This design comes from an exercise in tuning for small area and a short achievable clock period on the open sky130 flow, not from production work.
Function was checked by simulation only, so behaviour that the tests miss may differ from the original.
No activity file was given, so power comes from the tool's default toggle rates.

Setup of west:
Design lane_hough, start of the top module:
module lane_hough(clk, reset, in_xy_valid, in_new_pixel, in_x_nms, in_y_nms, in_end_one_row,
                  out_rho_vote, out_phi_vote, out_vote_valid);
input clk, reset;
input [7:0] in_new_pixel;
input [8:0] in_x_nms;
input [7:0] in_y_nms;
input in_xy_valid;
input in_end_one_row;
output [5:0] out_rho_vote;
output [6:0] out_phi_vote;
output out_vote_valid;
integer i;
reg [8:0] xd [1:11];
reg [7:0] yd [1:13];
reg [12:1] vd;
reg [11:1] ed;
always @(posedge clk) begin
    xd[1] <= in_x_nms;
    for (i = 2; i <= 11; i = i + 1) xd[i] <= xd[i-1];
    yd[1] <= in_y_nms;
    for (i = 2; i <= 13; i = i + 1) yd[i] <= yd[i-1];
    vd <= {vd[11:1], in_xy_valid};
    ed <= {ed[10:1], in_end_one_row};
end
reg [7:0] c1 [0:131];
always @(posedge clk) begin
    c1[0] <= in_new_pixel;
    for (i = 1; i <= 131; i = i + 1) c1[i] <= c1[i-1];
end
reg [7:0] pl_a5, pl_a6, pl_g5;
always @(posedge clk) begin
    pl_a5 <= ((c1[131] >> 4) + (c1[129] >> 4)) + ((c1[3] >> 4) + (c1[1] >> 4));
    pl_a6 <= ((c1[130] >> 3) + (c1[67] >> 3)) + ((c1[65] >> 3) + (c1[2] >> 3));
    pl_g5 <= (c1[66] >> 2);
end
wire [7:0] gf = pl_a5 + pl_g5 + pl_a6;
reg [7:0] c2 [1:131];
always @(posedge clk) begin
    c2[1] <= gf;
    for (i = 2; i <= 131; i = i + 1) c2[i] <= c2[i-1];
end
wire [7:0] g5 = c2[67], g6 = c2[66];
reg [9:0] vr0, vr1, vr2, sbot, stop;
always @(posedge clk) begin
    vr0 <= {2'b0, c2[129]} + {2'b0, c2[1]} + {1'b0, c2[65], 1'b0};
    vr1 <= vr0;
    vr2 <= vr1;
    sbot <= {2'b0, c2[3]} + {2'b0, c2[1]} + {1'b0, c2[2], 1'b0};
    stop <= {2'b0, c2[131]} + {2'b0, c2[129]} + {1'b0, c2[130], 1'b0};
end
reg [9:0] gx, gy;
always @(posedge clk) begin
    gx <= vr0 - vr2;
    gy <= sbot - stop;
end
wire sx = gx[9], sy = gy[9];
wire [7:0] d56 = g5 - g6;
reg [11:1] le_d, ge_d;
always @(posedge clk) begin
    le_d <= {le_d[10:1], (d56 == 8'd0) | d56[7]};
    ge_d <= {ge_d[10:1], ~d56[7]};
end
  ...
clock: 7.0 ns
lec_check: 0
cap_margin: 20
core_margin: 2
core_utilization: 60
cts_cluster_diameter: 80
cts_cluster_size: 28
place_density: 0.7
setup_slack_margin: 4.4
slew_margin: 20
run.sh (not shown) runs the stock make flow with config.mk's settings and CLKGATE_MAP_FILE= SYNTH_SCRIPT=/design/flow/synth_recipe.tcl, a recipe that flattens the netlist after the stock synthesis.
diff inputs: west => south
--- a/flow/design.v
+++ b/flow/design.v
@@ -189,33 +189,33 @@
 wire full_int = (cnt == 5'd16);
 wire empty_int = (cnt == 5'd0);
 wire we_real = lifo_we & ~lifo_re & ~full_int;
 wire re_real = ~lifo_we & lifo_re & ~empty_int;
 always @(posedge clk) begin
     if (reset) cnt <= 5'd0;
     else if (we_real) cnt <= cnt + 5'd1;
     else if (re_real) cnt <= cnt - 5'd1;
 end
 wire rw_rst = lifo_we & lifo_re & reset;
-wire we_mem = lifo_we & (~full_int | (lifo_re & reset));
-wire [3:0] wa = rw_rst ? cnt[3:0] - 4'd1 : cnt[3:0];
+wire we_mem = lifo_we & (~full_int | rw_rst);
 always @(posedge clk) begin
     if (we_mem) begin
-        fifo_x[wa] <= lp_x_mid_m2;
-        fifo_phi[wa] <= lp_phi_mid_m5;
-        fifo_y[wa] <= yd[13];
+        fifo_x[cnt[3:0]] <= lp_x_mid_m2;
+        fifo_phi[cnt[3:0]] <= lp_phi_mid_m5;
+        fifo_y[cnt[3:0]] <= yd[13];
     end
 end
 reg [15:0] lifo_rp_oh;
 always @(posedge clk) begin
     lifo_empty <= empty_int;
-    for (i = 0; i < 16; i = i + 1) lifo_rp_oh[i] <= (cnt[3:0] == ((i + 1) & 15));
+    for (i = 0; i < 16; i = i + 1)
+        lifo_rp_oh[i] <= rw_rst ? (cnt[3:0] == i) : (cnt[3:0] == ((i + 1) & 15));
 end
 reg [8:0] lifo_x;
 reg [6:0] lifo_phi;
 reg [7:0] lifo_y;
 always @(*) begin
     lifo_x = 9'd0; lifo_phi = 7'd0; lifo_y = 8'd0;
     for (i = 0; i < 16; i = i + 1) begin
         lifo_x = lifo_x | (fifo_x[i] & {9{lifo_rp_oh[i]}});
         lifo_phi = lifo_phi | (fifo_phi[i] & {7{lifo_rp_oh[i]}});
         lifo_y = lifo_y | (fifo_y[i] & {8{lifo_rp_oh[i]}});
south finished every stage and its layout cleared the timing, design-rule and antenna checks. south against west: fraction of standard cell area that is sequential increased by 1.1 points relative to the old numbers; cell area decreased about 1.5%. west → south: routed length on met3 shrank by 830 microns, detailed-route via count fell 0.63%, number of clock buffers in the layout has decreased, count of plain and timing-repair buffers in the layout went down, cell depth of the worst flop-to-flop path now larger. Looking at south and west, the overall die width is a wash. Share of power burned in registers, south and west: lower on west. Min net count reported at finish across south and west: south. Between west and south, mean post-synth cell area decreased. Total wire length after detailed routing for south is lower than for west. Compared with west, in south internal reg-to-reg setup slack saw a decrease; clock network area share saw a decrease.

re-timing with driven ports:
The flow's constraints put no driver on any port. The routed layouts listed below were extracted and timed again, unchanged, in two steps. Step 1 (the two cells are an assumption about what drives the block):
set clk [get_ports {clk}]
set_driving_cell -lib_cell sky130_fd_sc_hd__clkbuf_16 $clk
set_driving_cell -lib_cell sky130_fd_sc_hd__buf_2 [delete_from_list [all_inputs] $clk]
Step 2 moves the port delays by t, midway between the first and last clock arrival at a register: inputs arrive t later, outputs are due t later. That takes back most of the time a late clock gives input paths. a / b / c = ideal ports / drivers / drivers and shift; a / b = the first two.
| run | t (ns) | slack for setup (ns) | worst hold slack (ns) | worst setup path at the end | slew at the worst register clock pin (ns) |
|---|---|---|---|---|---|
| west | 0.843 | 4.259 / 4.262 / 3.419 | 0.318 / 0.318 / 0.318 | input to register | 0.11 / 0.11 |
| south | 0.828 | 4.326 / 4.325 / 3.705 | 0.304 / 0.304 / 0.304 | input to register | 0.11 / 0.11 |
After both steps every run listed still meets setup and hold. For west, which loses most, drivers alone change the setup slack by +0.003 ns; drivers and shift together by -0.840 ns.
